From an optimization exercise on the open Yosys and OpenROAD flow, aimed at small area; shortcuts taken in it are not production practice. In this exercise RTL edits were held to simulation tests only and were not proved equivalent to the original. Power is estimated from default activity; no workload was simulated.

### design/flow/design.v
module packet2emesh #(parameter AW = 32,    
		      parameter PW = 104)   
   (
    input [PW-1:0]  packet_in,    
    output 	    write_in,     
    output [1:0]    datamode_in,  
    output [4:0]    ctrlmode_in,  
    output [AW-1:0] dstaddr_in,   
    output [AW-1:0] srcaddr_in,   
    output [AW-1:0] data_in       
    );
   assign write_in          = packet_in[0];
   assign datamode_in[1:0]  = packet_in[2:1];
   assign ctrlmode_in[4:0]  = packet_in[7:3];
   assign dstaddr_in[31:0]  = packet_in[39:8];
   assign data_in[31:0]     = packet_in[71:40];
   assign srcaddr_in[31:0]  = packet_in[103:72];
endmodule  
module emesh2packet #(parameter AW = 32,    
		      parameter PW = 104)   
   (
    input 	    write_out,     
    input [1:0]     datamode_out,  
    input [4:0]     ctrlmode_out,  
    input [AW-1:0]  dstaddr_out,   
    input [AW-1:0]  data_out,      
    input [AW-1:0]  srcaddr_out,   
    output [PW-1:0] packet_out     
    );
   assign packet_out[0]      = write_out;
   assign packet_out[2:1]    = datamode_out[1:0];
   assign packet_out[7:3]    = ctrlmode_out[4:0];
   assign packet_out[39:8]   = dstaddr_out[31:0];
   assign packet_out[71:40]  = data_out[31:0];
   assign packet_out[103:72] = srcaddr_out[31:0];
endmodule  
module esaxi ( 
   wr_access, wr_packet, rd_access, rd_packet, rr_wait, s_axi_arready,
   s_axi_awready, s_axi_bid, s_axi_bresp, s_axi_bvalid, s_axi_rid,
   s_axi_rdata, s_axi_rlast, s_axi_rresp, s_axi_rvalid, s_axi_wready,
   wr_wait, rd_wait, rr_access, rr_packet, s_axi_aclk, s_axi_aresetn,
   s_axi_arid, s_axi_araddr, s_axi_arburst, s_axi_arcache,
   s_axi_arlock, s_axi_arlen, s_axi_arprot, s_axi_arqos, s_axi_arsize,
   s_axi_arvalid, s_axi_awid, s_axi_awaddr, s_axi_awburst,
   s_axi_awcache, s_axi_awlock, s_axi_awlen, s_axi_awprot,
   s_axi_awqos, s_axi_awsize, s_axi_awvalid, s_axi_bready,
   s_axi_rready, s_axi_wid, s_axi_wdata, s_axi_wlast, s_axi_wstrb,
   s_axi_wvalid
   );
   parameter          S_IDW               = 12;
   parameter          PW                  = 104;
   parameter [AW-1:0] RETURN_ADDR         = 0;
   parameter          AW                  = 32;
   parameter          DW                  = 32;
   output 	   wr_access;   
   output [PW-1:0] wr_packet;
   input 	   wr_wait;
   output 	   rd_access;   
   output [PW-1:0] rd_packet;
   input 	   rd_wait;
   input 	   rr_access;         
   input [PW-1:0]  rr_packet;
   output 	   rr_wait;
   input 	  s_axi_aclk;
   input 	  s_axi_aresetn;
   input [S_IDW-1:0] s_axi_arid;     
   input [31:0]    s_axi_araddr;
   input [1:0] 	   s_axi_arburst;
   input [3:0] 	   s_axi_arcache;
   input  	   s_axi_arlock;
   input [7:0] 	   s_axi_arlen;
   input [2:0] 	   s_axi_arprot;
   input [3:0] 	   s_axi_arqos;
   output 	   s_axi_arready;
   input [2:0] 	   s_axi_arsize;
   input 	   s_axi_arvalid;
   input [S_IDW-1:0] s_axi_awid;     
   input [31:0]    s_axi_awaddr;
   input [1:0] 	   s_axi_awburst;
   input [3:0] 	   s_axi_awcache;
   input  	   s_axi_awlock;
   input [7:0] 	   s_axi_awlen;
   input [2:0] 	   s_axi_awprot;
   input [3:0] 	   s_axi_awqos;   
   input [2:0] 	   s_axi_awsize;
   input 	   s_axi_awvalid;
   output 	   s_axi_awready;
   output [S_IDW-1:0] s_axi_bid;     
   output [1:0]     s_axi_bresp;
   output 	    s_axi_bvalid;
   input 	    s_axi_bready;
   output [S_IDW-1:0] s_axi_rid;     
   output [31:0]      s_axi_rdata;
   output 	      s_axi_rlast;   
   output [1:0]       s_axi_rresp;
   output 	      s_axi_rvalid;
   input 	      s_axi_rready;
   input [S_IDW-1:0]  s_axi_wid;     
   input [31:0]       s_axi_wdata;
   input 	      s_axi_wlast;   
   input [3:0] 	      s_axi_wstrb;
   input 	      s_axi_wvalid;
   output 	      s_axi_wready;
   reg 		      s_axi_awready;
   reg 		      s_axi_wready;
   reg 		      s_axi_bvalid;
   reg 		      s_axi_arready;
   reg 		      s_axi_rvalid;
   reg [31:0] 	      s_axi_rdata;
   reg 		      rresp_err;
   reg [S_IDW-1:0]    s_axi_rid;
   reg [S_IDW-1:0]    axi_bid;
   reg 		      wr_access;
   reg 		      rd_access;
   reg 		      write_active;
   reg 		      b_wait;
   reg 		      pre_wr_en;
   reg 		      read_active;
   reg 		      rd_next;       
   wire 	      aw_fire      = s_axi_awready & s_axi_awvalid;
   wire 	      w_fire       = s_axi_wready  & s_axi_wvalid;
   wire 	      last_wr_beat = w_fire & s_axi_wlast;
   wire 	      ar_fire      = s_axi_arready & s_axi_arvalid;
   wire 	      r_fire       = s_axi_rvalid  & s_axi_rready;
   wire 	      last_rd_beat = r_fire & s_axi_rlast;
   always @(posedge s_axi_aclk)
     if (~s_axi_aresetn)
       begin
	  s_axi_awready <= 1'b1;
	  write_active  <= 1'b0;
	  s_axi_wready  <= 1'b0;
	  s_axi_bvalid  <= 1'b0;
	  b_wait        <= 1'b0;
	  pre_wr_en     <= 1'b0;
	  wr_access     <= 1'b0;
       end
     else
       begin
	  if (~s_axi_awready & ~write_active & ~b_wait)
	    s_axi_awready <= 1'b1;
	  else if (s_axi_awvalid)
	    s_axi_awready <= 1'b0;
	  if (aw_fire)
	    write_active <= 1'b1;
	  else if (last_wr_beat)
	    write_active <= 1'b0;
	  if (last_wr_beat)
	    s_axi_wready <= 1'b0;
	  else if (write_active)
	    s_axi_wready <= ~wr_wait;
	  if (last_wr_beat)
	    begin
	       s_axi_bvalid <= 1'b1;
	       b_wait       <= ~s_axi_bready;
	    end
	  else if (s_axi_bready & s_axi_bvalid)
	    begin
	       s_axi_bvalid <= 1'b0;
	       b_wait       <= 1'b0;
	    end
	  pre_wr_en <= w_fire;
	  wr_access <= pre_wr_en;
       end
   assign s_axi_bid   = axi_bid;
   assign s_axi_bresp = 2'b00;
   reg [31:2] 	      wr_addr;
   reg [1:0] 	      wr_size;
   reg 		      wr_incr;
   wire [31:2] 	      wr_carry;
   wire [31:2] 	      wr_addr_inc;
   assign wr_carry[2] = wr_access & wr_incr;
   genvar 	      gi;
   generate
      for (gi = 2; gi < 32; gi = gi + 1) begin : g_wr_inc
	 assign wr_addr_inc[gi] = wr_addr[gi] ^ wr_carry[gi];
	 if (gi < 31) begin : g_c
	    assign wr_carry[gi+1] = wr_carry[gi] & wr_addr[gi];
	 end
      end
   endgenerate
   always @(posedge s_axi_aclk)
     begin
	if (aw_fire)
	  axi_bid <= s_axi_awid;
	if (s_axi_awready)
	  begin
	     wr_size <= s_axi_awsize[1:0];
	     wr_incr <= (s_axi_awburst == 2'b01);
	  end
	wr_addr <= s_axi_awready ? s_axi_awaddr[31:2] : wr_addr_inc;
     end
   reg [31:0] 	      wr_data_reg, wr_data;
   reg [1:0] 	      wr_lane_reg, wr_lane;
   always @(posedge s_axi_aclk)
     begin
	if (s_axi_wstrb[0])
	  begin
	     wr_data_reg <= s_axi_wdata;
	     wr_lane_reg <= 2'd0;
	  end
	else if (s_axi_wstrb[1])
	  begin
	     wr_data_reg <= {8'd0, s_axi_wdata[31:8]};
	     wr_lane_reg <= 2'd1;
	  end
	else if (s_axi_wstrb[2])
	  begin
	     wr_data_reg <= {16'd0, s_axi_wdata[31:16]};
	     wr_lane_reg <= 2'd2;
	  end
	else
	  begin
	     wr_data_reg <= {24'd0, s_axi_wdata[31:24]};
	     wr_lane_reg <= 2'd3;
	  end
	wr_data <= wr_data_reg;
	wr_lane <= wr_lane_reg;
     end
   emesh2packet e2p_wr (
		     .packet_out	(wr_packet[PW-1:0]),
		     .write_out		(1'b1),
		     .datamode_out	(wr_size[1:0]),
		     .ctrlmode_out	(5'b0),
		     .dstaddr_out	({wr_addr[31:2], wr_lane[1:0]}),
		     .data_out		(wr_data[DW-1:0]),
		     .srcaddr_out	(32'b0)
		     );
   reg [31:0] 	      rd_addr;
   reg [1:0] 	      rd_size;
   reg [7:0] 	      rd_len;
   always @(posedge s_axi_aclk)
     if (~s_axi_aresetn)
       begin
	  s_axi_arready <= 1'b0;
	  read_active   <= 1'b0;
	  rd_next       <= 1'b0;
	  rd_access     <= 1'b0;
       end
     else
       begin
	  if (~s_axi_arready & ~read_active)
	    s_axi_arready <= 1'b1;
	  else if (s_axi_arvalid)
	    s_axi_arready <= 1'b0;
	  if (ar_fire)
	    read_active <= 1'b1;
	  else if (last_rd_beat)
	    read_active <= 1'b0;
	  rd_next   <= ar_fire | (r_fire & ~s_axi_rlast);
	  rd_access <= rd_next;
       end
   wire 	      rd_incr = r_fire & (s_axi_arburst == 2'b01);
   wire [31:2] 	      rd_carry;
   wire [31:2] 	      rd_addr_inc;
   wire [7:0] 	      rd_borrow;
   wire [7:0] 	      rd_len_dec;
   assign rd_carry[2]  = rd_incr;
   assign rd_borrow[0] = r_fire;
   generate
      for (gi = 2; gi < 32; gi = gi + 1) begin : g_rd_inc
	 assign rd_addr_inc[gi] = rd_addr[gi] ^ rd_carry[gi];
	 if (gi < 31) begin : g_c
	    assign rd_carry[gi+1] = rd_carry[gi] & rd_addr[gi];
	 end
      end
      for (gi = 0; gi < 8; gi = gi + 1) begin : g_rd_dec
	 assign rd_len_dec[gi] = rd_len[gi] ^ rd_borrow[gi];
	 if (gi < 7) begin : g_b
	    assign rd_borrow[gi+1] = rd_borrow[gi] & ~rd_len[gi];
	 end
      end
   endgenerate
   always @(posedge s_axi_aclk)
     begin
	if (s_axi_arready)
	  begin
	     rd_size   <= s_axi_arsize[1:0];
	     s_axi_rid <= s_axi_arid;
	  end
	rd_addr[31:2] <= s_axi_arready ? s_axi_araddr[31:2] : rd_addr_inc;
	rd_addr[1:0]  <= s_axi_arready ? s_axi_araddr[1:0] :
			 rd_addr[1:0] & {2{~rd_incr}};
	rd_len        <= s_axi_arready ? s_axi_arlen : rd_len_dec;
     end
   assign s_axi_rlast = ~(|rd_len);
   emesh2packet e2p_rd (
		     .packet_out	(rd_packet[PW-1:0]),
		     .write_out		(1'b0),
		     .datamode_out	(rd_size[1:0]),
		     .ctrlmode_out	(5'b0),
		     .dstaddr_out	(rd_addr[AW-1:0]),
		     .data_out		(32'b0),
		     .srcaddr_out	(RETURN_ADDR)
		     );
   wire [DW-1:0]      rr_data;
   reg 		      tmo_armed;
   reg 		      tmo_expired;
   reg [16:0] 	      tmo_count;
   packet2emesh p2e_rr (
			  .write_in		(),
			  .datamode_in		(),
			  .ctrlmode_in		(),
			  .dstaddr_in		(),
			  .data_in		(rr_data[DW-1:0]),
			  .srcaddr_in		(),
			  .packet_in		(rr_packet[PW-1:0])
			  );
   assign rr_wait = 1'b0;
   wire 	      rr_return_access = rr_access | tmo_expired;
   wire [31:0] 	      rr_return_data   = tmo_expired ? 32'hDEADBEEF : rr_data;
   always @(posedge s_axi_aclk)
     if (~s_axi_aresetn)
       s_axi_rvalid <= 1'b0;
     else if (rr_return_access)
       s_axi_rvalid <= 1'b1;
     else if (s_axi_rready)
       s_axi_rvalid <= 1'b0;
   always @(posedge s_axi_aclk)
     if (~s_axi_rvalid)
       begin
	  rresp_err <= tmo_expired;
	  case (rd_size)
	    2'b00:   s_axi_rdata <= {4{rr_return_data[7:0]}};
	    2'b01:   s_axi_rdata <= {2{rr_return_data[15:0]}};
	    default: s_axi_rdata <= rr_return_data;
	  endcase
       end
   assign s_axi_rresp = {rresp_err, 1'b0};
   wire tmo_zero = &tmo_count;
   always @(posedge s_axi_aclk)
     if (~s_axi_aresetn)
       begin
	  tmo_armed   <= 1'b0;
	  tmo_expired <= 1'b0;
       end
     else
       begin
	  tmo_armed   <= tmo_armed ? (~rr_access & ~tmo_zero) :
			 (~tmo_expired & ar_fire);
	  tmo_expired <= tmo_armed & ~rr_access & tmo_zero;
       end
   always @(posedge s_axi_aclk)
     if (tmo_armed)
       tmo_count <= {tmo_count[15:0], tmo_count[16] ^ tmo_count[13]};
     else
       tmo_count <= 17'h001FC;
endmodule  
### design/flow/flow/run.sh
#!/bin/bash
# Standard ORFS layout (bash standard.sh) with three changes to how the layout is made:
#  - port buffers use the smallest buffer cell (buf_1) instead of the default choice;
#  - constant outputs keep the one tie cell per value that synthesis made
#    (no repair_tie_fanout);
#  - the clock tree uses clkbuf_4 buffers and no dummy loads.
set -euo pipefail
export BUFFER_PORTS_ARGS="-buffer_cell sky130_fd_sc_hd__buf_1"
export SKIP_REPAIR_TIE_FANOUT=1
export CTS_ARGS="-sink_clustering_enable -repair_clock_nets -buf_list sky130_fd_sc_hd__clkbuf_16 -sink_clustering_size 20 -sink_clustering_max_diameter 60 -dont_use_dummy_load"
bash standard.sh finish > standard_flow.log 2>&1
### design/flow/standard.sh
#!/bin/bash
# synth_recipe.tcl (not shown) runs the flow's synth.tcl, then flattens the netlist and writes it again
# the make line also repeats each setting of config.mk as NAME=value (left out here)
make -C /OpenROAD-flow-scripts/flow DESIGN_CONFIG=/design/flow/config.mk WORK_HOME=/design/flow/orfs CLKGATE_MAP_FILE= SYNTH_SCRIPT=/design/flow/synth_recipe.tcl "${@:-finish}"
### design/flow/config.mk
export PLATFORM = sky130hd
export DESIGN_NAME = esaxi
export DESIGN_NICKNAME = esaxi
export VERILOG_FILES = /design/flow/design.v
export SDC_FILE = /design/flow/constraint.sdc
export NUM_CORES = 4
export LEC_CHECK = 0
export ABC_AREA = 1
export CAP_MARGIN = 20
export CORE_MARGIN = 2
export CORE_UTILIZATION = 25
export SLEW_MARGIN = 20
### design/flow/constraint.sdc
create_clock -name core_clock -period 10.0 [get_ports {s_axi_aclk}]
set_input_delay 2.0000 -clock core_clock [delete_from_list [all_inputs] [get_ports {s_axi_aclk}]]
set_output_delay 2.0000 -clock core_clock [all_outputs]
set_load 0.01 [all_outputs]
==> PnR_summary.wiki, run 1 <==
{| class="wikitable"
! Metric !! Value
|-
| Buffers added on ports || 343
|-
| Req. time, crit path || 10.34 ns
|-
| Cell class contributing the biggest share of worst-path delay || adder cells
|-
| Max FFs per register || 64
|-
| Average via count per standard cell || 4.13
|-
| Effective utilization at floorplan || 0.253
|-
| # resized after CTS || 0
|-
| Startpoint of the most critical register-to-register path || s_axi_rvalid$_SDFFE_PN0P_
|-
| Avg Synthesized Cell Area || 9.97 µm²
|-
| RSZ-0062 raised after global routing || no
|-
| Residual DRC count || 0
|-
| Number of antenna violations at the first check in global routing || 4
|-
| Clock tree buffer depth || 3
|-
| Share of cells above drive strength 1 || 0.0424
|-
| Area growth from synthesis to layout || 16.1%
|-
| Final wirelength || 24900 µm
|-
| Pre-CTS setup slack || 1.21 ns
|-
| Worst-Margin Slew || 0.861 ns
|-
| Path type of the worst setup path || in -> reg
|-
| Depth of the worst register-to-register path || 35
|-
| Fin. max-slew vios || 0
|-
| DRT iter0 DRCs || 209
|-
| Total clock buffers created by CTS || 23
|-
| Most frequent cell on the critical path || sky130_fd_sc_hd__ha_1
|-
| CP Max Fanout || 4
|-
| Total inserted antenna cells || 0
|-
| Dominant cells by area after synthesis || sky130_fd_sc_hd__dfxtp_1 (37%), sky130_fd_sc_hd__edfxtp_1 (20%), sky130_fd_sc_hd__nand2_1 (11%)
|-
| Horizontal extent of the die || 196 µm
|-
| Post-route ant nets || 0
|-
| Placed insts || 1600
|-
| Final number of setup-violating endpoints || 0
|-
| Critical Path Source || s_axi_rready
|-
| Async set-reset flop share out of synthesis || 0
|-
| Commonest cells in the netlist || sky130_fd_sc_hd__nand2_1 (258), sky130_fd_sc_hd__dfxtp_1 (169), sky130_fd_sc_hd__buf_4 (116)
|-
| Vertical die dimension || 196 µm
|-
| Clock sink count || 231
|-
| Yosys synthesis warning count || 1
|-
| Post-Place Cell Area || 0.0101 mm²
|-
| Net count of the finished layout || 1523
|-
| Setup total negative slack || 0 ns
|-
| Post CTS Setup Buffer Count || 0
|-
| Max-capacitance violation count || 0
|-
| Critical path depth || 36
|-
| Slew Limit Headroom || 0.425
|-
| Outcome || no timing/DRC/antenna violations
|-
| Core footprint || 0.0364 mm²
|-
| Clock insertion delay at the later pin of the skew report || 0.55 ns
|-
| Reg clk slew, reported paths || 0.06 ns
|-
| H-tree lvl count || 1
|-
| Global router's overall resource usage || 0.125
|-
| Full die area || 0.0384 mm²
|-
| Maximum VDD drop || 0.108 mV
|-
| Number of enable flip-flop cells after synthesis || 62
|-
| Cells after synthesis || 924
|-
| Period utilization || 0.810
|-
| Leak || 4.73 nW
|-
| Capturing element type of the critical path || flop
|-
| Global-route congestion overflow total || 0
|-
| Total power consumption of the routed design || 2.09 mW
|-
| Longest individual stage delay on the worst path || 0.25 ns
|-
| Hold violation total from the final report || 0
|-
| Post-layout instance count excluding filler cells || 1623
|-
| Fraction of synthesized cell area taken by the top area cell type || 0.367
|-
| GP Congestion || 0.860
|-
| Hold buffer count at CTS || 0
|-
| Cell area power density || 196 mW/mm²
|-
| Global-route wire length before repair || 36800 µm
|-
| Site Rows || 70
|-
| DR vias || 6702
|-
| Min Tclk post-route || 8.10 ns
|-
| CTS Root Cell || sky130_fd_sc_hd__clkbuf_16
|-
| Sequential fraction of the synthesis area || 0.569
|-
| Synth Net Count || 1290
|-
| Flip-flop and latch count after synthesis || 231
|-
| Critical path arrival || 8.44 ns
|-
| Post-synth top flop || sky130_fd_sc_hd__dfxtp_1
|-
| Maximum number of pins on one net before global-route repair || 112
|-
| Buffers & Inverters on Critical Path || 3
|-
| Cell area after synthesis || 0.00922 mm²
|-
| Worst Min Path Start || wr_data_reg[31]$_SDFF_PN0_
|-
| Worst-case setup margin in the final layout || 1.90 ns
|-
| Hold depth || 0
|-
| Via count of the first global-routing pass || 6613
|-
| # IOs || 578
|-
| Critical-path cell with the highest stage delay || sky130_fd_sc_hd__ha_1
|-
| CTS tree || built
|-
| Worst setup skew after layout || 0.0850 ns
|-
| Max Clock Freq || 0.123 GHz
|-
| Post-detail-place hpwl || 19300 µm
|-
| Detailed-routing iteration count for the pre-antenna-repair pass || 4
|-
| Cell type with the largest total area after synthesis || sky130_fd_sc_hd__dfxtp_1
|-
| HP Class || reg -> reg
|-
| Area of all placed cells without fillers || 0.0107 mm²
|-
| Most common cell in the synthesized netlist || sky130_fd_sc_hd__nand2_1
|-
| Average detailed-routed wire length per instance || 15.3 µm
|-
| Number of different library cells in the post-synthesis netlist || 32
|-
| Launching element type of the critical path || input pin
|}
## per-stage QoR
step                hold slack (ns)  utilization
finish                        0.301        0.294
global route                  0.306        0.294
global placement              0.311        0.278
floorplan                     0.310            -
detailed placement            0.312        0.278
CTS                           0.303        0.294
## layer usage
| metal | wire length [µm] | up-vias | global-route usage |
|---|---|---|---|
| met1 | 9490 | 3043 | 0.134 |
| met3 | 2540 | 44 | 0.0404 |
| met4 | 593 | 4 | 0.0404 |
| met2 | 12200 | 291 | 0.231 |
| li1 | - | 3320 | - |
| met5 | 28 | - | 0 |
## layout make-up
type / count / area, µm²
clock buffer: 23 / 576
fill: 3878 / 25700
inverter: 72 / 273
multi-input combinational: 480 / 2690
sequential: 231 / 5250
tap: 468 / 586
timing repair buffer: 349 / 1330
## where the power goes
group / leakage [nW] / switching [mW] / internal (mW)
registers: 2.03 / 0.0391 / 1.05
logic: 2.41 / 0.187 / 0.0883
clock network: 0.283 / 0.326 / 0.401
total: 4.73 / 0.552 / 1.54
## kinds of logic (layout without fill, tap and decap cells)
kind of cell	Yosys count	after routing	share of synthesized area
and+or+nand+nor	324	324	0.142
DFF	231	231	0.569
buffers and inverters	213	444	0.139
AOI/OAI and AO/OA	85	85	0.0569
other	2	2	0.000815
xor gates and xnor gates	4	4	0.00380
adders and majority gates	65	65	0.0882
## placed cells by master, fill, tap and decap left out, types with 2 or more instances in the layout
master,synthesis,layout
sky130_fd_sc_hd__buf_1,0,343
sky130_fd_sc_hd__nand2_1,258,258
sky130_fd_sc_hd__dfxtp_1,169,168
sky130_fd_sc_hd__inv_1,69,69
sky130_fd_sc_hd__ha_1,65,65
sky130_fd_sc_hd__edfxtp_1,62,62
sky130_fd_sc_hd__o21ai_0,39,39
sky130_fd_sc_hd__nor2_1,32,32
sky130_fd_sc_hd__clkbuf_16,0,23
sky130_fd_sc_hd__o211ai_1,15,15
sky130_fd_sc_hd__nand3_1,14,14
sky130_fd_sc_hd__o22ai_1,13,13
sky130_fd_sc_hd__or2_2,9,9
sky130_fd_sc_hd__o221ai_1,9,9
sky130_fd_sc_hd__a21oi_1,6,6
sky130_fd_sc_hd__buf_4,116,6
sky130_fd_sc_hd__xnor2_1,4,4
sky130_fd_sc_hd__nor2_4,3,3
sky130_fd_sc_hd__inv_2,2,2
sky130_fd_sc_hd__or2_4,2,2
sky130_fd_sc_hd__nand4_1,2,2
sky130_fd_sc_hd__conb_1,2,2
## worst register-to-register path, delay by kind of cell, from the launching register on
kind / cells / cell delay, ns
AOI/OAI and AO/OA: 1 / 0.08
xor gates and xnor gates: 1 / 0.13
adders and majority gates: 29 / 5.61
buffers and inverters: 2 / 0.25
DFF: 1 / 0.32
and+or+nand+nor: 2 / 0.29
## path summary, 6_finish.rpt
path | to | slack [ns]
worst min register to register | wr_data[31]$_DFF_P_ | 0.30
worst min-delay path | wr_data[31]$_DFF_P_ | 0.30
worst max-delay path | rd_addr[31]$_DFF_P_ | 1.90
worst max register to register | rd_addr[31]$_DFF_P_ | 3.12
==> inputs of run 2 (changes only) <==
==> design/flow/flow/run.sh (replaced) <==
#!/bin/bash
# Standard ORFS layout (bash standard.sh) with these changes to how the layout is made:
#  - synthesis is synth_recipe.tcl unchanged, except that Yosys's abc call maps
#    the logic with flow/area.abc (an area-oriented ABC script);
#  - port buffers use the smallest buffer cell (buf_1);
#  - constant outputs keep the one tie cell per value that synthesis made
#    (no repair_tie_fanout);
#  - the clock tree uses clkbuf_8 buffers, sink clusters of up to 12 flops
#    within 50 um, and no dummy loads.
set -euo pipefail
here=$(pwd)
export FLOW_SYNTH_TCL="$here/synth_recipe.tcl"
export MY_ABC_SCRIPT="$here/flow/area.abc"
export BUFFER_PORTS_ARGS="-buffer_cell sky130_fd_sc_hd__buf_1"
export SKIP_REPAIR_TIE_FANOUT=1
export CTS_ARGS="-sink_clustering_enable -repair_clock_nets -buf_list sky130_fd_sc_hd__clkbuf_8 -sink_clustering_size 12 -sink_clustering_max_diameter 50 -dont_use_dummy_load"
bash standard.sh SYNTH_SCRIPT="$here/flow/synth_wrap.tcl" finish > standard_flow.log 2>&1
==> design/flow/flow/area.abc (new file) <==
strash
dch
amap
topo
==> design/flow/flow/synth_wrap.tcl (new file) <==
proc abc {args} {
  set i [lsearch -exact $args -script]
  if {$i >= 0 && [info exists ::env(MY_ABC_SCRIPT)] && $::env(MY_ABC_SCRIPT) ne ""} {
    lset args [expr {$i + 1}] $::env(MY_ABC_SCRIPT)
  }
  yosys abc {*}$args
}
source $::env(FLOW_SYNTH_TCL)
==> run 2 against run 1 <==
Compared with the run above:
- sequential power about the same
- combinational power decreased by 4%
- sequential share of layout area grew 2.4 points
- routed wire length fell by 11%
- still clean
- synthesized cell count is 20% lower
- non-clock buffer count unchanged
- clock power shrank 26%
- first-iteration DRC count is 3.8% lower
- setup slack improved by 0.21 ns
- count of clock-buffer cells in the layout increased by 4
- cell count shrank 10%
- critical path type unchanged
- via count shrank 6.8%
- largest cell class unchanged
==> PnR_summary.wiki, run 2 <==
{| class="wikitable"
! Metric !! Value
|-
| Max Clock Freq || 0.127 GHz
|-
| CTS Root Cell || sky130_fd_sc_hd__clkbuf_8
|-
| Cells after synthesis || 735
|-
| Number of antenna violations at the first check in global routing || 0
|-
| Capturing element type of the critical path || flop
|-
| Via count of the first global-routing pass || 6097
|-
| Average detailed-routed wire length per instance || 15.2 µm
|-
| Worst setup skew after layout || 0.0818 ns
|-
| Outcome || no timing/DRC/antenna violations
|-
| Avg Synthesized Cell Area || 11.9 µm²
|-
| Maximum number of pins on one net before global-route repair || 112
|-
| DR vias || 6248
|-
| Req. time, crit path || 10.47 ns
|-
| Global-route congestion overflow total || 0
|-
| Buffers added on ports || 343
|-
| Post CTS Setup Buffer Count || 0
|-
| Fin. max-slew vios || 0
|-
| Most common cell in the synthesized netlist || sky130_fd_sc_hd__dfxtp_1
|-
| Share of cells above drive strength 1 || 0.0341
|-
| Worst-Margin Slew || 0.975 ns
|-
| Cell type with the largest total area after synthesis || sky130_fd_sc_hd__dfxtp_1
|-
| RSZ-0062 raised after global routing || no
|-
| Max FFs per register || 64
|-
| Clock sink count || 231
|-
| Average via count per standard cell || 4.30
|-
| Period utilization || 0.790
|-
| Core footprint || 0.0345 mm²
|-
| H-tree lvl count || 1
|-
| Area growth from synthesis to layout || 16.3%
|-
| Flip-flop and latch count after synthesis || 231
|-
| Post-route ant nets || 0
|-
| Maximum VDD drop || 0.107 mV
|-
| Critical path arrival || 8.37 ns
|-
| Total clock buffers created by CTS || 27
|-
| Most used cells in the layout excluding fill and tap cells || sky130_fd_sc_hd__buf_1 (343), sky130_fd_sc_hd__dfxtp_1 (168), sky130_fd_sc_hd__ha_1 (65)
|-
| Clock insertion delay at the later pin of the skew report || 0.59 ns
|-
| Horizontal extent of the die || 191 µm
|-
| Setup total negative slack || 0 ns
|-
| Full die area || 0.0366 mm²
|-
| Most frequent standard cell in the layout excluding fill and tap cells || sky130_fd_sc_hd__buf_1
|-
| Post-synth top flop || sky130_fd_sc_hd__dfxtp_1
|-
| Number of different library cells in the post-synthesis netlist || 33
|-
| # resized after CTS || 0
|-
| Path type of the worst setup path || in -> reg
|-
| Effective utilization at floorplan || 0.254
|-
| Hold violation total from the final report || 0
|-
| Critical-path cell with the highest stage delay || sky130_fd_sc_hd__ha_1
|-
| Dominant cells by area after synthesis || sky130_fd_sc_hd__dfxtp_1 (39%), sky130_fd_sc_hd__edfxtp_1 (21%), sky130_fd_sc_hd__buf_4 (9.7%)
|-
| Global router's overall resource usage || 0.113
|-
| Global-route wire length before repair || 32200 µm
|-
| Fraction of synthesized cell area taken by the top area cell type || 0.386
|-
| Final number of setup-violating endpoints || 0
|-
| Async set-reset flop share out of synthesis || 0
|-
| Cell area power density || 186 mW/mm²
|-
| Clock tree buffer depth || 3
|-
| DRT iter0 DRCs || 201
|-
| Net count of the finished layout || 1366
|-
| Sequential fraction of the synthesis area || 0.598
|-
| HP Class || reg -> reg
|-
| Post-Place Cell Area || 0.00982 mm²
|-
| Min Tclk post-route || 7.90 ns
|-
| Most frequent cell on the critical path || sky130_fd_sc_hd__ha_1
|-
| Area of all placed cells without fillers || 0.0102 mm²
|-
| Final wirelength || 22200 µm
|-
| Detailed-routing iteration count for the pre-antenna-repair pass || 6
|-
| Vertical die dimension || 191 µm
|-
| CTS tree || built
|-
| # IOs || 578
|-
| Cell area after synthesis || 0.00877 mm²
|-
| Reg clk slew, reported paths || 0.07 ns
|-
| Total inserted antenna cells || 0
|-
| Total power consumption of the routed design || 1.89 mW
|-
| Slew Limit Headroom || 0.347
|-
| Max-capacitance violation count || 0
|-
| Post-detail-place hpwl || 16800 µm
|-
| Yosys synthesis warning count || 1
|-
| Launching element type of the critical path || input pin
|-
| Site Rows || 68
|-
| CP Max Fanout || 4
|-
| Commonest cells in the netlist || sky130_fd_sc_hd__dfxtp_1 (169), sky130_fd_sc_hd__buf_4 (113), sky130_fd_sc_hd__ha_1 (65)
|-
| Number of enable flip-flop cells after synthesis || 62
|-
| Leak || 3.95 nW
|-
| Hold buffer count at CTS || 0
|-
| Residual DRC count || 0
|-
| Synth Net Count || 1101
|-
| Longest individual stage delay on the worst path || 0.29 ns
|-
| GP Congestion || 0.800
|}
## run 2: cell count changes after synthesis, moves of 13 or more
cell	before	now
sky130_fd_sc_hd__clkinv_1	0	46
sky130_fd_sc_hd__nor2_1	32	59
sky130_fd_sc_hd__inv_1	69	0
sky130_fd_sc_hd__o211ai_1	15	1
sky130_fd_sc_hd__buf_2	16	0
sky130_fd_sc_hd__nand2_1	258	31
sky130_fd_sc_hd__a22o_1	0	59
sky130_fd_sc_hd__nor2b_1	0	14
sky130_fd_sc_hd__o22ai_1	13	0
## run 2: per-layer routing
metal  track usage  routed length, µm  vias to the layer above
met5             0                  0                        -
met4        0.0565                998                        0
met3        0.0347               2090                       46
li1              -                  -                     3012
met2         0.195              10400                      288
met1         0.125               8660                     2902
## run 2: final timing paths
path                            slack, ns                       from                   to  depth (start not counted)
worst max-delay path                 2.10               s_axi_rready  rd_addr[31]$_DFF_P_                         36
worst min-delay path                 0.33    wr_data_reg[11]$_DFF_P_  wr_data[11]$_DFF_P_                          0
worst max register to register       2.85  s_axi_rvalid$_SDFFE_PN0P_  rd_addr[31]$_DFF_P_                         37
worst min register to register       0.33    wr_data_reg[11]$_DFF_P_  wr_data[11]$_DFF_P_                          0
## run 2: worst max-delay path, delay by kind of cell
kind / cells / cell delay (ns)
buffers and inverters: 1 / 0.09
AOI/OAI and AO/OA: 2 / 0.20
and+or+nand+nor: 4 / 0.47
adders and majority gates: 29 / 5.60
## run 2: cell type report
type,count,area [µm²]
fillers,3669,24300
flip-flops and latches,231,5250
multi-input cells,345,2500
repair buffers,349,1330
well taps,455,569
clock buffers,27,372
inverters,46,173
## run 2: logic make-up (layout without fill, tap and decap cells)
family / Yosys count / count (layout) / synth area share
buffers and inverters: 159 / 422 / 0.116
other: 2 / 2 / 0.000856
AO/OA/AOI/OAI: 148 / 148 / 0.125
flip-flops: 231 / 231 / 0.598
adder cells (fa/ha/maj): 65 / 65 / 0.0927
AND/OR/NAND/NOR: 130 / 130 / 0.0665
## run 2: metrics by stage
| stage | std cells | hold WS [ns] | util | setup WS [ns] |
|---|---|---|---|---|
| floorplan | 735 | 0.310 | - | 2.33 |
| global route | 1453 | 0.333 | 0.295 | 1.78 |
| finish | 1453 | 0.328 | 0.295 | 2.10 |
| global placement | 1426 | 0.311 | 0.284 | 1.41 |
| detailed placement | 1426 | 0.312 | 0.284 | 1.39 |
| CTS | 1453 | 0.330 | 0.295 | 2.03 |
## run 2: where the power goes
group | switching [mW] | leakage, nW | internal, mW
clock network | 0.301 | 0.194 | 0.238
registers | 0.0399 | 2.03 | 1.05
logic | 0.167 | 1.72 | 0.0961
total | 0.508 | 3.95 | 1.39
==> inputs of run 3 (changes only) <==
--- a/design/flow/design.v
+++ b/design/flow/design.v
@@ -191,28 +191,23 @@
      end
    reg [31:0] 	      wr_data_reg, wr_data;
    reg [1:0] 	      wr_lane_reg, wr_lane;
+   wire 	      ln0 = s_axi_wstrb[0];
+   wire 	      ln1 = ~s_axi_wstrb[0] & s_axi_wstrb[1];
+   wire 	      ln2 = ~s_axi_wstrb[0] & ~s_axi_wstrb[1] & s_axi_wstrb[2];
+   wire 	      ln3 = ~s_axi_wstrb[0] & ~s_axi_wstrb[1] & ~s_axi_wstrb[2];
+   wire [7:0] 	      wb0 = s_axi_wdata[7:0];
+   wire [7:0] 	      wb1 = s_axi_wdata[15:8];
+   wire [7:0] 	      wb2 = s_axi_wdata[23:16];
+   wire [7:0] 	      wb3 = s_axi_wdata[31:24];
    always @(posedge s_axi_aclk)
      begin
-	if (s_axi_wstrb[0])
-	  begin
-	     wr_data_reg <= s_axi_wdata;
-	     wr_lane_reg <= 2'd0;
-	  end
-	else if (s_axi_wstrb[1])
-	  begin
-	     wr_data_reg <= {8'd0, s_axi_wdata[31:8]};
-	     wr_lane_reg <= 2'd1;
-	  end
-	else if (s_axi_wstrb[2])
-	  begin
-	     wr_data_reg <= {16'd0, s_axi_wdata[31:16]};
-	     wr_lane_reg <= 2'd2;
-	  end
-	else
-	  begin
-	     wr_data_reg <= {24'd0, s_axi_wdata[31:24]};
-	     wr_lane_reg <= 2'd3;
-	  end
+	wr_data_reg[7:0]   <= ({8{ln0}} & wb0) | ({8{ln1}} & wb1) |
+			      ({8{ln2}} & wb2) | ({8{ln3}} & wb3);
+	wr_data_reg[15:8]  <= ({8{ln0}} & wb1) | ({8{ln1}} & wb2) |
+			      ({8{ln2}} & wb3);
+	wr_data_reg[23:16] <= ({8{ln0}} & wb2) | ({8{ln1}} & wb3);
+	wr_data_reg[31:24] <= ({8{ln0}} & wb3);
+	wr_lane_reg        <= {ln2 | ln3, ln1 | ln3};
 	wr_data <= wr_data_reg;
 	wr_lane <= wr_lane_reg;
      end
@@ -295,7 +290,6 @@
    wire [DW-1:0]      rr_data;
    reg 		      tmo_armed;
    reg 		      tmo_expired;
-   reg [16:0] 	      tmo_count;
    packet2emesh p2e_rr (
 			  .write_in		(),
 			  .datamode_in		(),
@@ -315,18 +309,28 @@
        s_axi_rvalid <= 1'b1;
      else if (s_axi_rready)
        s_axi_rvalid <= 1'b0;
+   reg [31:0] 	      rr_fmt;
+   always @(*)
+     case (rd_size)
+       2'b00:   rr_fmt = {4{rr_return_data[7:0]}};
+       2'b01:   rr_fmt = {2{rr_return_data[15:0]}};
+       default: rr_fmt = rr_return_data;
+     endcase
+   wire [16:0] 	      tmo_count = s_axi_rdata[16:0];
+   wire 	      tmo_zero  = &tmo_count;
    always @(posedge s_axi_aclk)
      if (~s_axi_rvalid)
        begin
-	  rresp_err <= tmo_expired;
-	  case (rd_size)
-	    2'b00:   s_axi_rdata <= {4{rr_return_data[7:0]}};
-	    2'b01:   s_axi_rdata <= {2{rr_return_data[15:0]}};
-	    default: s_axi_rdata <= rr_return_data;
-	  endcase
+	  rresp_err          <= tmo_expired;
+	  s_axi_rdata[31:17] <= rr_fmt[31:17];
+	  if (rr_return_access)
+	    s_axi_rdata[16:0] <= rr_fmt[16:0];
+	  else if (tmo_armed)
+	    s_axi_rdata[16:0] <= {tmo_count[15:0], tmo_count[16] ^ tmo_count[13]};
+	  else
+	    s_axi_rdata[16:0] <= 17'h001FC;
        end
    assign s_axi_rresp = {rresp_err, 1'b0};
-   wire tmo_zero = &tmo_count;
    always @(posedge s_axi_aclk)
      if (~s_axi_aresetn)
        begin
@@ -339,9 +343,4 @@
 			 (~tmo_expired & ar_fire);
 	  tmo_expired <= tmo_armed & ~rr_access & tmo_zero;
        end
-   always @(posedge s_axi_aclk)
-     if (tmo_armed)
-       tmo_count <= {tmo_count[15:0], tmo_count[16] ^ tmo_count[13]};
-     else
-       tmo_count <= 17'h001FC;
 endmodule  
--- a/design/flow/config.mk
+++ b/design/flow/config.mk
@@ -9,4 +9,5 @@
 export CAP_MARGIN = 20
 export CORE_MARGIN = 2
 export CORE_UTILIZATION = 25
+export PLACE_DENSITY = 0.85
 export SLEW_MARGIN = 20
==> run 3 against run 2 <==
Compared with the run above:
- total power shrank 3.8%
- synthesized area shrank 3.8%
- clock power shrank 5.0%
- sequential share of layout area shrank 1.6 points
- fmax shrank 1.6%
- sequential power shrank 6%
- global-route usage grew 1.5 points
- final area shrank 3.4%
- largest cell class unchanged
- flip-flop and latch count shrank 17
- count of clock-buffer cells in the layout shrank 1
- highest routed layer unchanged
- clock skew shrank 0.0015 ns
==> PnR_summary.wiki, run 3 <==
{| class="wikitable"
! Metric !! Value
|-
| # IOs || 578
|-
| Effective utilization at floorplan || 0.253
|-
| Global-route wire length before repair || 35400 µm
|-
| Post-route ant nets || 0
|-
| Reg-to-reg critical path endpoint || rd_addr[31]$_DFF_P_
|-
| Reg clk slew, reported paths || 0.08 ns
|-
| H-tree lvl count || 1
|-
| Worst setup skew after layout || 0.0803 ns
|-
| Startpoint of the most critical register-to-register path || s_axi_rvalid$_SDFFE_PN0P_
|-
| Number of antenna violations at the first check in global routing || 1
|-
| Max FFs per register || 64
|-
| Fraction of synthesized cell area taken by the top area cell type || 0.361
|-
| # resized after CTS || 0
|-
| Number of enable flip-flop cells after synthesis || 62
|-
| DR vias || 6450
|-
| Path type of the worst setup path || in -> reg
|-
| Hold buffer count at CTS || 0
|-
| DRT iter0 DRCs || 316
|-
| RSZ-0062 raised after global routing || no
|-
| Clock tree buffer depth || 3
|-
| Setup total negative slack || 0 ns
|-
| HP Class || reg -> reg
|-
| Post CTS Setup Buffer Count || 0
|-
| Worst hold-check slack || 0.300 ns
|-
| Average detailed-routed wire length per instance || 16.6 µm
|-
| Cell type with the largest total area after synthesis || sky130_fd_sc_hd__dfxtp_1
|-
| Horizontal extent of the die || 188 µm
|-
| Number of different library cells in the post-synthesis netlist || 33
|-
| Residual DRC count || 0
|-
| Average via count per standard cell || 4.49
|-
| Hold violation total from the final report || 0
|-
| Seq pwr share || 0.564
|-
| Part of the power in the clock network || 0.281
|-
| Slew Limit Headroom || 0.353
|-
| GP Congestion || 0.905
|-
| Depth of the worst register-to-register path || 37
|-
| Core footprint || 0.0334 mm²
|-
| Register-to-register path setup slack || 2.79 ns
|-
| Longest individual stage delay on the worst path || 0.25 ns
|-
| Total clock buffers created by CTS || 26
|-
| Most used cells in the layout excluding fill and tap cells || sky130_fd_sc_hd__buf_1 (343), sky130_fd_sc_hd__dfxtp_1 (151), sky130_fd_sc_hd__ha_1 (65)
|-
| Dominant cells by area after synthesis || sky130_fd_sc_hd__dfxtp_1 (36%), sky130_fd_sc_hd__edfxtp_1 (22%), sky130_fd_sc_hd__buf_4 (10%)
|-
| Worst-case setup margin in the final layout || 1.98 ns
|-
| Cells after synthesis || 723
|-
| Async set-reset flop share out of synthesis || 0
|-
| Pre-CTS setup slack || 1.25 ns
|-
| Cell area power density || 185 mW/mm²
|-
| Vertical die dimension || 188 µm
|-
| Most frequent cell on the critical path || sky130_fd_sc_hd__ha_1
|-
| Cell area after synthesis || 0.00844 mm²
|-
| Flip-flop and latch count after synthesis || 214
|-
| CTS tree || built
|-
| Yosys synthesis warning count || 1
|-
| Capturing element type of the critical path || flop
|-
| Detailed-routing iteration count for the pre-antenna-repair pass || 5
|-
| Post-synth top flop || sky130_fd_sc_hd__dfxtp_1
|-
| Clock insertion delay at the later pin of the skew report || 0.57 ns
|-
| Total power consumption of the routed design || 1.82 mW
|-
| Switching part of the total || 0.278
|-
| Fin. max-slew vios || 0
|-
| Via count of the first global-routing pass || 6488
|-
| Full die area || 0.0352 mm²
|-
| Most common cell in the synthesized netlist || sky130_fd_sc_hd__dfxtp_1
|-
| Clock sink count || 214
|-
| Internal portion of total power || 1.31 mW
|-
| Max-capacitance violation count || 0
|-
| Final wirelength || 23800 µm
|-
| Leak || 3.84 nW
|-
| Sw power || 0.507 mW
|-
| Min Tclk post-route || 8.02 ns
|-
| Combinational group share of total power || 0.155
|-
| Area growth from synthesis to layout || 16.7%
|-
| Most frequent standard cell in the layout excluding fill and tap cells || sky130_fd_sc_hd__buf_1
|-
| Max Clock Freq || 0.125 GHz
|-
| Maximum VDD drop || 0.109 mV
|-
| Post-detail-place hpwl || 18600 µm
|-
| Worst-Margin Slew || 0.969 ns
|-
| Net count of the finished layout || 1353
|-
| Global router's overall resource usage || 0.127
|-
| Site Rows || 67
|-
| Critical Path Sink || rd_addr[31]$_DFF_P_
|-
| Commonest cells in the netlist || sky130_fd_sc_hd__dfxtp_1 (152), sky130_fd_sc_hd__buf_4 (113), sky130_fd_sc_hd__ha_1 (65)
|-
| Buffers added on ports || 343
|-
| Req. time, crit path || 10.43 ns
|-
| Launching element type of the critical path || input pin
|-
| Avg Synthesized Cell Area || 11.7 µm²
|-
| CP Max Fanout || 4
|-
| Critical-path cell with the highest stage delay || sky130_fd_sc_hd__ha_1
|-
| Share of cells above drive strength 1 || 0.0335
|-
| Final number of setup-violating endpoints || 0
|-
| Global-route congestion overflow total || 0
|-
| Critical Path Source || s_axi_rready
|-
| Maximum number of pins on one net before global-route repair || 112
|-
| Critical path arrival || 8.45 ns
|-
| CTS Root Cell || sky130_fd_sc_hd__clkbuf_8
|-
| Outcome || no timing/DRC/antenna violations
|-
| Sequential fraction of the synthesis area || 0.581
|-
| Period utilization || 0.802
|-
| Synth Net Count || 1089
|}
## run 3: cell count changes in the layout (fill, tap and decap cells not counted), sizes merged, moves of 7 or more
| cell | previous run | this run |
|---|---|---|
| nor2b | 14 | 4 |
| dfxtp | 169 | 152 |
| a21oi | 10 | 19 |
| o21ai | 42 | 26 |
| or2 | 8 | 1 |
| o22ai | 0 | 20 |
## run 3: power groups by stage
stage	clock network (mW)	registers [mW]	logic [mW]
2_1_floorplan	0	1.08	0.149
3_3_place_gp	0	1.04	0.273
3_5_place_dp	0	1.05	0.283
4_1_cts	0.535	1.03	0.284
5_1_grt	0.565	1.04	0.311
6_report	0.512	1.03	0.282
## run 3: metal layers
layer / global-route usage / wire length, µm / share of wire
met1: 0.140 / 8870 / 0.37
met2: 0.235 / 12000 / 0.50
met4: 0.0494 / 863 / 0.036
met5: 0 / 0 / 0
met3: 0.0322 / 2140 / 0.090
## run 3: worst min path at each step
stage	slack [ns]	depth (start not counted)	endpoint	startpoint
4_1_cts	0.30	0	wr_data[20]$_DFF_P_	wr_data_reg[20]$_DFF_P_
3_5_place_dp	0.31	0	wr_data[20]$_DFF_P_	wr_data_reg[20]$_DFF_P_
3_3_place_gp	0.31	0	wr_lane[1]$_DFF_P_	wr_lane_reg[1]$_DFF_P_
6_report	0.30	0	wr_data[20]$_DFF_P_	wr_data_reg[20]$_DFF_P_
5_1_grt	0.31	0	wr_data[20]$_DFF_P_	wr_data_reg[20]$_DFF_P_
2_1_floorplan	0.31	0	wr_data[0]$_DFF_P_	wr_data_reg[0]$_DFF_P_
## run 3: kinds of logic after synthesis
family	count (synthesis)	synth area share
DFF	214	0.581
AOI/OAI and AO/OA	163	0.142
buffers and inverters	162	0.122
and+or+nand+nor	117	0.0575
adders and majority gates	65	0.0964
other	2	0.000890
## run 3: through the flow
step,cells,utilization,instance area [µm²]
floorplan,723,-,8440
global placement,1407,0.284,9490
detailed placement,1407,0.284,9490
CTS,1433,0.295,9840
global route,1434,0.295,9850
finish,1435,0.295,9850
## run 3: critical path: cells and delay by family
family	cells	cell delay [ns]
AOI/OAI and AO/OA	2	0.20
adders and majority gates	29	5.62
buffers and inverters	1	0.10
and+or+nand+nor	4	0.53
## run 3: cell type report
cell class | instances | area [µm²]
fill | 3414 | 23500
tap | 448 | 561
antenna | 2 | 5.00
inverter | 49 | 184
clock buffer | 26 | 358
multi-input combinational | 347 | 2500
sequential | 214 | 4910
timing repair buffer | 349 | 1330
==> inputs of run 4 (changes only) <==
--- a/design/flow/config.mk
+++ b/design/flow/config.mk
@@ -9,5 +9,4 @@
 export CAP_MARGIN = 20
 export CORE_MARGIN = 2
 export CORE_UTILIZATION = 25
-export PLACE_DENSITY = 0.85
 export SLEW_MARGIN = 20
==> run 4 against run 3 <==
Compared with the run above:
- via count down 2.6%
- count of clock-buffer cells in the layout increased by 2
- critical path type unchanged
- combinational power shrank 2%
- still clean
- setup slack better by 0.083 ns
- synthesized cell count stayed put
- synthesized area stayed put
- sequential power about the same
- hold slack improved by 0.013 ns
- highest routed layer unchanged
- core utilization about the same
==> PnR_summary.wiki, run 4 <==
{| class="wikitable"
! Metric !! Value
|-
| RSZ-0062 raised after global routing || no
|-
| Fraction of synthesized cell area taken by the top area cell type || 0.361
|-
| Site Rows || 67
|-
| Internal portion of total power || 1.33 mW
|-
| Setup total negative slack || 0 ns
|-
| Post-synth top flop || sky130_fd_sc_hd__dfxtp_1
|-
| Cell area power density || 186 mW/mm²
|-
| Number of antenna violations at the first check in global routing || 0
|-
| Full die area || 0.0352 mm²
|-
| Most common cell in the synthesized netlist || sky130_fd_sc_hd__dfxtp_1
|-
| Post-route ant nets || 0
|-
| Uppermost routed layer || met4
|-
| Maximum VDD drop || 0.0878 mV
|-
| Min Tclk post-route || 7.94 ns
|-
| Combinational group share of total power || 0.150
|-
| H-tree lvl count || 1
|-
| Final number of setup-violating endpoints || 0
|-
| Met2 WL || 11200 µm
|-
| Reg clk slew, reported paths || 0.08 ns
|-
| Via count of the first global-routing pass || 6359
|-
| Hold depth || 0
|-
| HP Class || reg -> reg
|-
| Buffers added on ports || 343
|-
| Hold violation total from the final report || 0
|-
| Critical-path cell with the highest stage delay || sky130_fd_sc_hd__ha_1
|-
| Area growth from synthesis to layout || 16.9%
|-
| Max-capacitance violation count || 0
|-
| Residual DRC count || 0
|-
| Horizontal extent of the die || 188 µm
|-
| Maximum number of pins on one net before global-route repair || 112
|-
| CTS tree || built
|-
| Sequential fraction of the synthesis area || 0.581
|-
| Synth Net Count || 1089
|-
| Max FFs per register || 64
|-
| Post-layout instance count excluding filler cells || 1434
|-
| Vertical die dimension || 188 µm
|-
| Yosys synthesis warning count || 1
|-
| Most frequent cell on the critical path || sky130_fd_sc_hd__ha_1
|-
| Cell type with the largest total area after synthesis || sky130_fd_sc_hd__dfxtp_1
|-
| Sw power || 0.506 mW
|-
| Net count of the finished layout || 1354
|-
| Most frequent standard cell in the layout excluding fill and tap cells || sky130_fd_sc_hd__buf_1
|-
| Total power consumption of the routed design || 1.84 mW
|-
| Total area of multi-input combinational cells || 0.00250 mm²
|-
| DR WL met3 || 2220 µm
|-
| Fin. max-slew vios || 0
|-
| Average detailed-routed wire length per instance || 16.2 µm
|-
| Final core utilization || 0.296
|-
| GP Congestion || 0.877
|-
| Req. time, crit path || 10.45 ns
|-
| Average via count per standard cell || 4.38
|-
| Cell area after synthesis || 0.00844 mm²
|-
| Switching part of the total || 0.276
|-
| M1 WL || 8900 µm
|-
| Dominant cells by area after synthesis || sky130_fd_sc_hd__dfxtp_1 (36%), sky130_fd_sc_hd__edfxtp_1 (22%), sky130_fd_sc_hd__buf_4 (10%)
|-
| Post-Place Cell Area || 0.00948 mm²
|-
| Clock insertion delay at the later pin of the skew report || 0.56 ns
|-
| Post CTS Setup Buffer Count || 0
|-
| Part of the power in the clock network || 0.291
|-
| Total clock buffers created by CTS || 28
|-
| # resized after CTS || 0
|-
| Slew Limit Headroom || 0.349
|-
| Max Clock Freq || 0.126 GHz
|-
| Number of different library cells in the post-synthesis netlist || 33
|-
| Detailed-routing iteration count for the pre-antenna-repair pass || 7
|-
| Path type of the worst setup path || in -> reg
|-
| Pre-CTS setup slack || 1.37 ns
|-
| Cells after synthesis || 723
|-
| Longest individual stage delay on the worst path || 0.29 ns
|-
| DRT iter0 DRCs || 256
|-
| Clock sink count || 214
|-
| Seq pwr share || 0.559
|-
| Period utilization || 0.794
|-
| Post-detail-place hpwl || 17600 µm
|-
| Area taken by flip-flops and latches || 0.00491 mm²
|-
| Critical path arrival || 8.39 ns
|-
| Commonest cells in the netlist || sky130_fd_sc_hd__dfxtp_1 (152), sky130_fd_sc_hd__buf_4 (113), sky130_fd_sc_hd__ha_1 (65)
|-
| Number of enable flip-flop cells after synthesis || 62
|-
| Placed insts || 1406
|-
| Depth of the worst register-to-register path || 37
|-
| Share of cells above drive strength 1 || 0.0345
|-
| DR vias || 6284
|-
| Worst setup skew after layout || 0.0482 ns
|-
| Final wirelength || 23200 µm
|-
| Avg Synthesized Cell Area || 11.7 µm²
|-
| Most used cells in the layout excluding fill and tap cells || sky130_fd_sc_hd__buf_1 (343), sky130_fd_sc_hd__dfxtp_1 (151), sky130_fd_sc_hd__ha_1 (65)
|-
| Effective utilization at floorplan || 0.253
|-
| Worst hold-check slack || 0.313 ns
|-
| Launching element type of the critical path || input pin
|-
| # IOs || 578
|-
| Core footprint || 0.0334 mm²
|-
| FILL cells || 3554
|-
| Outcome || no timing/DRC/antenna violations
|-
| Capturing element type of the critical path || flop
|-
| Total inserted antenna cells || 0
|-
| Global router's overall resource usage || 0.126
|-
| Worst-Margin Slew || 0.976 ns
|-
| CTS Root Cell || sky130_fd_sc_hd__clkbuf_8
|-
| Async set-reset flop share out of synthesis || 0
|-
| Flip-flop and latch count after synthesis || 214
|-
| Global-route wire length before repair || 35300 µm
|-
| CP Max Fanout || 4
|-
| Area of all placed cells without fillers || 0.00986 mm²
|-
| Leak || 3.85 nW
|-
| Global-route congestion overflow total || 0
|-
| Worst-case setup margin in the final layout || 2.06 ns
|-
| Hold buffer count at CTS || 0
|-
| Clock tree buffer depth || 3
|}
==> run 4: final timing paths <==
kind                                  start  slack, ns                   to
hold / removal      wr_data_reg[10]$_DFF_P_       0.31  wr_data[10]$_DFF_P_
setup reg to reg  s_axi_rvalid$_SDFFE_PN0P_       2.85  rd_addr[31]$_DFF_P_
hold reg to reg     wr_data_reg[10]$_DFF_P_       0.31  wr_data[10]$_DFF_P_
setup / recovery               s_axi_rready       2.06  rd_addr[31]$_DFF_P_
==> run 4: area by class of cell <==
class,instances,area share
tap,448,0.0568
inverter,49,0.0186
sequential,214,0.497
multi-input combinational,347,0.254
timing repair buffer,348,0.134
clock buffer,28,0.0391
==> run 4: cells by family (layout without fill, tap and decap cells) <==
logic type | count (synthesis) | in the layout | share of synthesized area
AOI/OAI and AO/OA | 163 | 163 | 0.142
DFF | 214 | 214 | 0.581
and+or+nand+nor | 117 | 117 | 0.0575
other | 2 | 2 | 0.000890
adders and majority gates | 65 | 65 | 0.0964
buffers and inverters | 162 | 425 | 0.122
==> run 4: layer usage <==
metal	vias to the layer above	global-route usage
met4	0	0.0503
met5	-	0
met1	2924	0.141
li1	2993	-
met3	54	0.0410
met2	313	0.221
==> run 4: power groups by stage <==
stage,Sequential [mW],Combinational (mW),Clock (mW)
3_5_place_dp,1.05,0.278,0
3_3_place_gp,1.04,0.273,0
2_1_floorplan,1.08,0.149,0
5_1_grt,1.03,0.309,0.597
4_1_cts,1.03,0.280,0.565
6_report,1.03,0.276,0.535
==> run 4: worst max-delay path, delay by kind of cell <==
family / cells / cell delay [ns]
AOI/OAI and AO/OA: 2 / 0.21
adders and majority gates: 29 / 5.61
and+or+nand+nor: 4 / 0.47
buffers and inverters: 1 / 0.09
==> inputs of run 5 (changes only) <==
--- a/design/flow/flow/run.sh
+++ b/design/flow/flow/run.sh
@@ -13,5 +13,5 @@
 export MY_ABC_SCRIPT="$here/flow/area.abc"
 export BUFFER_PORTS_ARGS="-buffer_cell sky130_fd_sc_hd__buf_1"
 export SKIP_REPAIR_TIE_FANOUT=1
-export CTS_ARGS="-sink_clustering_enable -repair_clock_nets -buf_list sky130_fd_sc_hd__clkbuf_8 -sink_clustering_size 12 -sink_clustering_max_diameter 50 -dont_use_dummy_load"
+export CTS_ARGS="-sink_clustering_enable -repair_clock_nets -buf_list sky130_fd_sc_hd__clkbuf_8 -sink_clustering_size 16 -sink_clustering_max_diameter 40 -dont_use_dummy_load"
 bash standard.sh SYNTH_SCRIPT="$here/flow/synth_wrap.tcl" finish > standard_flow.log 2>&1
--- a/design/flow/config.mk
+++ b/design/flow/config.mk
@@ -9,4 +9,5 @@
 export CAP_MARGIN = 20
 export CORE_MARGIN = 2
 export CORE_UTILIZATION = 25
+export PLACE_DENSITY = 0.85
 export SLEW_MARGIN = 20
==> run 5 against run 4 <==
Compared with the run above:
- sequential power hardly changed
- clock skew is 0.037 ns higher
- critical path depth stayed put
- fmax is 1.6% lower
- global-route usage is 0.23 points higher
- flip-flop and latch count stayed put
- die area stayed put
- still clean on timing, DRC and antenna
- critical endpoint unchanged
- final area is 0.27% higher
==> PnR_summary.wiki, run 5 <==
{| class="wikitable"
! Metric !! Value
|-
| Outcome || no timing/DRC/antenna violations
|-
| Buffers added on ports || 343
|-
| Area growth from synthesis to layout || 17.2%
|-
| Post-synth top flop || sky130_fd_sc_hd__dfxtp_1
|-
| Global-route congestion overflow total || 0
|-
| Average detailed-routed wire length per instance || 16.6 µm
|-
| Full die area || 0.0352 mm²
|-
| Worst setup skew after layout || 0.0849 ns
|-
| Buffers & Inverters on Critical Path || 1
|-
| Period utilization || 0.807
|-
| Critical Path Source || s_axi_rready
|-
| Cell area power density || 187 mW/mm²
|-
| RSZ-0062 raised after global routing || no
|-
| Post-detail-place hpwl || 18600 µm
|-
| Fraction of synthesized cell area taken by the top area cell type || 0.361
|-
| Flip-flop and latch count after synthesis || 214
|-
| Total power consumption of the routed design || 1.85 mW
|-
| Net count of the finished layout || 1356
|-
| Clock insertion delay at the later pin of the skew report || 0.58 ns
|-
| Sequential fraction of the synthesis area || 0.581
|-
| Number of antenna violations at the first check in global routing || 2
|-
| Final wirelength || 23800 µm
|-
| Final core utilization || 0.296
|-
| Min Tclk post-route || 8.07 ns
|-
| Maximum VDD drop || 0.107 mV
|-
| Cell area after synthesis || 0.00844 mm²
|-
| Worst-Margin Slew || 0.940 ns
|-
| Capturing element type of the critical path || flop
|-
| Most used cells in the layout excluding fill and tap cells || sky130_fd_sc_hd__buf_1 (343), sky130_fd_sc_hd__dfxtp_1 (151), sky130_fd_sc_hd__ha_1 (65)
|-
| Max Clock Freq || 0.124 GHz
|-
| # IOs || 578
|-
| Dominant cells by area after synthesis || sky130_fd_sc_hd__dfxtp_1 (36%), sky130_fd_sc_hd__edfxtp_1 (22%), sky130_fd_sc_hd__buf_4 (10%)
|-
| Post CTS Setup Buffer Count || 0
|-
| Fin. max-slew vios || 0
|-
| HP Class || reg -> reg
|-
| Share of cells above drive strength 1 || 0.0364
|-
| Max-capacitance violation count || 0
|-
| DR vias || 6451
|-
| Critical-path cell with the highest stage delay || sky130_fd_sc_hd__ha_1
|-
| Total clock buffers created by CTS || 29
|-
| DRT iter0 DRCs || 291
|-
| Horizontal extent of the die || 188 µm
|-
| Hold buffer count at CTS || 0
|-
| Most common cell in the synthesized netlist || sky130_fd_sc_hd__dfxtp_1
|-
| Post-route ant nets || 0
|-
| GP Congestion || 0.905
|-
| Async set-reset flop share out of synthesis || 0
|-
| # resized after CTS || 0
|-
| Critical path arrival || 8.50 ns
|-
| Startpoint of the most critical register-to-register path || s_axi_rvalid$_SDFFE_PN0P_
|-
| Vertical die dimension || 188 µm
|-
| Global router's overall resource usage || 0.128
|-
| CTS Root Cell || sky130_fd_sc_hd__clkbuf_8
|-
| Commonest cells in the netlist || sky130_fd_sc_hd__dfxtp_1 (152), sky130_fd_sc_hd__buf_4 (113), sky130_fd_sc_hd__ha_1 (65)
|-
| Cell type with the largest total area after synthesis || sky130_fd_sc_hd__dfxtp_1
|-
| Most frequent cell on the critical path || sky130_fd_sc_hd__ha_1
|-
| Final number of setup-violating endpoints || 0
|-
| Number of enable flip-flop cells after synthesis || 62
|-
| Number of different library cells in the post-synthesis netlist || 33
|-
| Effective utilization at floorplan || 0.253
|-
| Cells after synthesis || 723
|-
| Req. time, crit path || 10.43 ns
|-
| Max FFs per register || 64
|-
| Leak || 3.86 nW
|-
| Yosys synthesis warning count || 1
|-
| Clock sink count || 214
|-
| Average via count per standard cell || 4.49
|-
| Worst-case setup margin in the final layout || 1.93 ns
|-
| Residual DRC count || 0
|-
| CTS tree || built
|-
| Maximum number of pins on one net before global-route repair || 112
|-
| Setup total negative slack || 0 ns
|-
| Synth Net Count || 1089
|-
| Avg Synthesized Cell Area || 11.7 µm²
|-
| CP Max Fanout || 4
|-
| H-tree lvl count || 1
|-
| Site Rows || 67
|-
| Longest individual stage delay on the worst path || 0.26 ns
|-
| Hold violation total from the final report || 0
|-
| Detailed-routing iteration count for the pre-antenna-repair pass || 5
|-
| Clock tree buffer depth || 3
|-
| Reg clk slew, reported paths || 0.07 ns
|-
| Cell class contributing the biggest share of worst-path delay || adder cells
|-
| Path type of the worst setup path || in -> reg
|-
| Pre-CTS setup slack || 1.25 ns
|-
| Global-route wire length before repair || 35300 µm
|-
| Worst Min Path Start || wr_data_reg[20]$_DFF_P_
|-
| Via count of the first global-routing pass || 6522
|-
| Core footprint || 0.0334 mm²
|-
| Launching element type of the critical path || input pin
|-
| Slew Limit Headroom || 0.373
|-
| Most frequent standard cell in the layout excluding fill and tap cells || sky130_fd_sc_hd__buf_1
|}
-- run 5: changes by cell type in the layout (fill, tap and decap cells not counted) --
| cell | delta |
|---|---|
| sky130_fd_sc_hd__clkbuf_8 | +1 |
| sky130_fd_sc_hd__buf_4 | +1 |
| sky130_fd_sc_hd__diode_2 | +2 |
-- run 5: cell families (layout without fill, tap and decap cells) --
logic type	count (synthesis)	count (layout)	share of synthesized area
compound gates	163	163	0.142
flops	214	214	0.581
fa+ha+maj	65	65	0.0964
simple gates	117	117	0.0575
buf+inv	162	427	0.122
other cells	2	4	0.000890
-- run 5: layer usage --
layer	routed length, µm	part of all wire	track usage	up-vias
met2	11500	0.48	0.225	389
met1	8750	0.37	0.137	2982
met5	0	0	0	-
met4	1240	0.052	0.0745	0
met3	2280	0.096	0.0378	79
li1	-	-	-	3001
-- run 5: final cells by class --
cell class              count  area [µm²]
diodes                      2        5.00
clock buffers              29         399
repair buffers            349        1330
flip-flops and latches    214        4910
well taps                 448         561
multi-input cells         347        2500
inverters                  49         184
fillers                  3421       23500
-- run 5: where the power goes --
| group | total [mW] | switching [mW] | internal [mW] |
|---|---|---|---|
| Combinational | 0.282 | 0.181 | 0.101 |
| Sequential | 1.03 | 0.0434 | 0.986 |
| Clock | 0.534 | 0.280 | 0.254 |
| Total | 1.85 | 0.504 | 1.34 |
-- run 5: path summary, 6_finish.rpt --
kind / endpoint / slack, ns / depth (start not counted)
worst max-delay path: rd_addr[31]$_DFF_P_ / 1.93 / 36
worst min-delay path: wr_data[20]$_DFF_P_ / 0.30 / 0
worst max register to register: rd_addr[31]$_DFF_P_ / 2.73 / 37
worst min register to register: wr_data[20]$_DFF_P_ / 0.30 / 0
-- run 5: metrics by stage --
stage	std cells	cell area, µm²	hold WS (ns)
5_1_grt	1438	9890	0.303
3_3_place_gp	1407	9490	0.311
3_5_place_dp	1407	9490	0.312
2_1_floorplan	723	8440	0.310
6_report	1438	9890	0.298
4_1_cts	1436	9880	0.296
==> inputs of run 6 (changes only) <==
--- a/design/flow/flow/run.sh
+++ b/design/flow/flow/run.sh
@@ -13,5 +13,5 @@
 export MY_ABC_SCRIPT="$here/flow/area.abc"
 export BUFFER_PORTS_ARGS="-buffer_cell sky130_fd_sc_hd__buf_1"
 export SKIP_REPAIR_TIE_FANOUT=1
-export CTS_ARGS="-sink_clustering_enable -repair_clock_nets -buf_list sky130_fd_sc_hd__clkbuf_8 -sink_clustering_size 16 -sink_clustering_max_diameter 40 -dont_use_dummy_load"
+export CTS_ARGS="-sink_clustering_enable -repair_clock_nets -buf_list sky130_fd_sc_hd__clkbuf_16 -sink_clustering_size 24 -sink_clustering_max_diameter 40 -dont_use_dummy_load"
 bash standard.sh SYNTH_SCRIPT="$here/flow/synth_wrap.tcl" finish > standard_flow.log 2>&1
==> run 6 against run 5 <==
Compared with the run above:
- synthesized area unchanged
- setup slack worse by 0.054 ns
- critical endpoint unchanged
- flip-flop and latch count unchanged
- final area up 3.3%
- cell count unchanged
- largest cell class unchanged
- routed wire length up 1.3%
- largest power group unchanged
==> PnR_summary.wiki, run 6 <==
{| class="wikitable"
! Metric !! Value
|-
| Critical Path Source || s_axi_rready
|-
| Area of all placed cells without fillers || 0.0102 mm²
|-
| Critical-path cell with the highest stage delay || sky130_fd_sc_hd__ha_1
|-
| Number of antenna violations at the first check in global routing || 2
|-
| Post-Place Cell Area || 0.00949 mm²
|-
| # IOs || 578
|-
| Horizontal extent of the die || 188 µm
|-
| Min Tclk post-route || 8.12 ns
|-
| Site Rows || 67
|-
| Dominant cells by area after synthesis || sky130_fd_sc_hd__dfxtp_1 (36%), sky130_fd_sc_hd__edfxtp_1 (22%), sky130_fd_sc_hd__buf_4 (10%)
|-
| Global-route wire length before repair || 35800 µm
|-
| Share of cells above drive strength 1 || 0.0364
|-
| Avg Synthesized Cell Area || 11.7 µm²
|-
| Maximum number of pins on one net before global-route repair || 112
|-
| Outcome || no timing/DRC/antenna violations
|-
| Cell area power density || 209 mW/mm²
|-
| Number of enable flip-flop cells after synthesis || 62
|-
| Reg clk slew, reported paths || 0.05 ns
|-
| RSZ-0062 raised after global routing || no
|-
| Setup total negative slack || 0 ns
|-
| Clock insertion delay at the later pin of the skew report || 0.55 ns
|-
| Capturing element type of the critical path || flop
|-
| Global-route congestion overflow total || 0
|-
| Period utilization || 0.812
|-
| Area growth from synthesis to layout || 21.1%
|-
| CTS Root Cell || sky130_fd_sc_hd__clkbuf_16
|-
| Leak || 4.01 nW
|-
| Combinational group share of total power || 0.133
|-
| Net count of the finished layout || 1356
|-
| Seq pwr share || 0.483
|-
| Flip-flop and latch count after synthesis || 214
|-
| Fin. max-slew vios || 0
|-
| Full die area || 0.0352 mm²
|-
| Total clock buffers created by CTS || 29
|-
| Number of different library cells in the post-synthesis netlist || 33
|-
| Worst setup skew after layout || 0.0643 ns
|-
| Async set-reset flop share out of synthesis || 0
|-
| Most used cells in the layout excluding fill and tap cells || sky130_fd_sc_hd__buf_1 (343), sky130_fd_sc_hd__dfxtp_1 (151), sky130_fd_sc_hd__ha_1 (65)
|-
| Launching element type of the critical path || input pin
|-
| Critical path arrival || 8.52 ns
|-
| CTS tree || built
|-
| Post-synth top flop || sky130_fd_sc_hd__dfxtp_1
|-
| Max FFs per register || 64
|-
| Hold buffer count at CTS || 0
|-
| Internal portion of total power || 1.59 mW
|-
| Hold violation total from the final report || 0
|-
| Longest individual stage delay on the worst path || 0.27 ns
|-
| Detailed-routing iteration count for the pre-antenna-repair pass || 5
|-
| H-tree lvl count || 1
|}
==> run 6: changes by cell type in the layout (fill, tap and decap cells not counted) <==
cell	change
sky130_fd_sc_hd__clkbuf_8	-29
sky130_fd_sc_hd__clkbuf_16	+29
==> run 6: area by class of cell <==
class	count	area (µm²)
well taps	448	561
clock buffers	29	726
flip-flops and latches	214	4910
fillers	3367	23100
inverters	49	184
diodes	2	5.00
multi-input cells	347	2500
repair buffers	349	1330
==> run 6: final timing paths <==
| check | endpoint | slack [ns] | cells past startpoint |
|---|---|---|---|
| setup / recovery | rd_addr[31]$_DFF_P_ | 1.88 | 36 |
| hold / removal | wr_data[20]$_DFF_P_ | 0.30 | 0 |
| hold reg to reg | wr_data[20]$_DFF_P_ | 0.30 | 0 |
| setup reg to reg | rd_addr[31]$_DFF_P_ | 2.69 | 37 |
==> run 6: kinds of logic after synthesis <==
kind of cell | count (synthesis) | share of synthesized area
compound gates | 163 | 0.142
fa+ha+maj | 65 | 0.0964
buf+inv | 162 | 0.122
flops | 214 | 0.581
other cells | 2 | 0.000890
simple gates | 117 | 0.0575
==> run 6: layer usage <==
| metal | global-route usage | vias up | share of wire |
|---|---|---|---|
| li1 | - | 3007 | - |
| met4 | 0.0793 | 0 | 0.055 |
| met2 | 0.228 | 398 | 0.49 |
| met3 | 0.0354 | 84 | 0.092 |
| met5 | 0 | - | 0 |
| met1 | 0.139 | 3044 | 0.37 |
==> run 6: critical path, delay by kind of cell <==
kind                     cells  cell delay (ns)
AND/OR/NAND/NOR              4             0.57
buffers and inverters        1             0.10
adder cells (fa/ha/maj)     29             5.65
AO/OA/AOI/OAI                2             0.20
==> run 6: power groups by stage <==
stage	sequential [mW]	clock [mW]	combinational, mW
floorplan	1.08	0	0.149
global placement	1.04	0	0.273
detailed placement	1.05	0	0.283
CTS	1.03	0.844	0.285
global route	1.04	0.880	0.312
finish	1.03	0.818	0.283
==> run 6: metrics by stage <==
| stage | utilization | power (mW) | instances | hold slack, ns | setup slack [ns] |
|---|---|---|---|---|---|
| floorplan | - | 1.23 | 723 | 0.310 | 2.33 |
| global placement | 0.284 | 1.32 | 1407 | 0.311 | 1.34 |
| detailed placement | 0.284 | 1.33 | 1407 | 0.312 | 1.25 |
| CTS | 0.306 | 2.16 | 1436 | 0.303 | 1.74 |
| global route | 0.306 | 2.23 | 1438 | 0.310 | 1.49 |
| finish | 0.306 | 2.13 | 1438 | 0.304 | 1.88 |
